Context: an optimization exercise on an open-source flow, tuned for small area. The choices shown serve that exercise and are no tape-out recipe. Power and IR drop assume default switching activity.

==> try-tundra <==
// menu
module menu(CLOCK_50, LEDG, LEDR, KEY, SW, HEX0, HEX1, HEX2, HEX3, HEX4, HEX5, HEX6, HEX7, reset);
==> flow/config.mk <==
export PLATFORM = sky130hd
export DESIGN_NAME = menu
export DESIGN_NICKNAME = menu
export VERILOG_FILES = /design/flow/design.v
export SDC_FILE = /design/flow/constraint.sdc
export NUM_CORES = 4
export LEC_CHECK = 0
export ABC_AREA = 1
export CAP_MARGIN = 20
export CORE_MARGIN = 2
export CORE_UTILIZATION = 40
export CTS_CLUSTER_DIAMETER = 150
export CTS_CLUSTER_SIZE = 22
export SLEW_MARGIN = 20
==> flow/constraint.sdc <==
create_clock -name core_clock -period 25.0 [get_ports {CLOCK_50}]
set_input_delay 5.0000 -clock core_clock [delete_from_list [all_inputs] [get_ports {CLOCK_50}]]
set_output_delay 5.0000 -clock core_clock [all_outputs]
set_load 0.01 [all_outputs]
run.sh (not shown) runs the stock make flow with config.mk's settings and CLKGATE_MAP_FILE= SYNTH_SCRIPT=/design/flow/synth_recipe.tcl, a recipe that flattens the netlist after the stock synthesis.
==> try-harbor: changes against try-tundra <==
==> flow/flow/run.sh (new file) <==
#!/bin/bash
# The standard layout, except: the port buffers use the smallest buffer cell,
# the clock tree gets no dummy loads, and gates off the critical paths are
# downsized after global routing.
set -e
export BUFFER_PORTS_ARGS="-buffer_cell sky130_fd_sc_hd__buf_1"
export CTS_ARGS="-sink_clustering_enable -repair_clock_nets -sink_clustering_size 22 -sink_clustering_max_diameter 150 -dont_use_dummy_load"
export RECOVER_POWER=100
bash standard.sh > standard.log 2>&1
==> flow/standard.sh (new file) <==
#!/bin/bash
# synth_recipe.tcl (not shown) runs the flow's synth.tcl, then flattens the netlist and writes it again
# the make line also repeats each setting of config.mk as NAME=value (left out here)
make -C /OpenROAD-flow-scripts/flow DESIGN_CONFIG=/design/flow/config.mk WORK_HOME=/design/flow/orfs CLKGATE_MAP_FILE= SYNTH_SCRIPT=/design/flow/synth_recipe.tcl "${@:-finish}"
removed: flow/run.sh
==> try-amber: changes against try-tundra <==
- CORE_UTILIZATION: 40 -> 70
- CTS_CLUSTER_SIZE: 22 -> 30
==> run summary <==
Worst Min Path Start: try-harbor runjump.choose_wall$_SDFFE_PP0P_; try-amber runtime.d4[2]$_SDFFE_PP0P_; try-tundra runjump.l_jump[0]$_SDFFE_PP0P_
Post-DR wirelength/cell: try-harbor 15.9 um; try-amber 16.8 um; try-tundra 16.1 um
Total wire length: try-harbor 58400 um; try-amber 57100 um; try-tundra 59100 um
Number of non-filler instances in the completed layout: try-harbor 3680; try-amber 3389; try-tundra 3680
Post-Place Cells: try-harbor 3662; try-amber 3372; try-tundra 3660
Maximum resistive drop on vdd: try-harbor 0.0315 mV; try-amber 0.0510 mV; try-tundra 0.0385 mV
CP Buf/Inv Count: try-harbor 4; try-amber 3; try-tundra 3
Number of violations of the max-capacitance limit: try-harbor 6; try-amber 0; try-tundra 0
Result of the run: try-harbor finished with violations; try-amber timing/DRC/antenna clean; try-tundra timing/DRC/antenna clean
Layout check failures: try-harbor capacitance limit, slew limit; try-amber -; try-tundra -
Arrival time at the worst endpoint: try-harbor 10.70 ns; try-amber 7.28 ns; try-tundra 7.53 ns
Via density: try-harbor 5.31; try-amber 6.05; try-tundra 5.31
Worst slack after detailed placement: try-harbor 17.64 ns; try-amber 17.75 ns; try-tundra 17.21 ns
Vias in the first global route: try-harbor 18400; try-amber 19300; try-tundra 18500
Count of pins over their slew limit: try-harbor 259; try-amber 0; try-tundra 0
Area of the core region: try-harbor 49900 um^2; try-amber 28500 um^2; try-tundra 49900 um^2
Switching power of the nets: try-harbor 0.000277 W; try-amber 0.000266 W; try-tundra 0.000283 W
Ratio of cells with drive above 1 in the final layout: try-harbor 3.76%; try-amber 3.89%; try-tundra 4.06%
Headroom to the max-slew limit: try-harbor -133%; try-amber 31.6%; try-tundra 23.3%
Tmin final: try-harbor 10.27 ns; try-amber 6.83 ns; try-tundra 7.05 ns
Clock network latency to the later pin of the worst-skew pair: try-harbor 0.55 ns; try-amber 0.53 ns; try-tundra 0.56 ns
No run of this note included a check of the RTL's function; only the layout flow was run.

## re-timing with driven ports
Ports are ideal in the flow. The routed layouts listed here were re-timed in OpenROAD. Step 1 (the two cells are an assumption about what drives the block):
set clk [get_ports {CLOCK_50}]
set_driving_cell -lib_cell sky130_fd_sc_hd__clkbuf_16 $clk
set_driving_cell -lib_cell sky130_fd_sc_hd__buf_2 [delete_from_list [all_inputs] $clk]
Step 2 moves the port delays by t, midway between the first and last clock arrival at a register: inputs arrive t later, outputs are due t later. That takes back most of the time a late clock gives input paths. Slacks: ideal / step 1 / step 2; pairs: ideal / step 1.
run	t, ns	slack for setup (ns)	clock arrival spread, ns
try-tundra	0.592	17.953 / 17.989 / 17.397	0.042 / 0.042
try-harbor	0.584	14.729 / 14.766 / 14.182	0.045 / 0.045
try-amber	0.569	18.172 / 18.197 / 17.629	0.042 / 0.041
The setup slack of try-tundra, which loses most, moves by +0.036 ns with the drivers and by -0.556 ns with both steps.
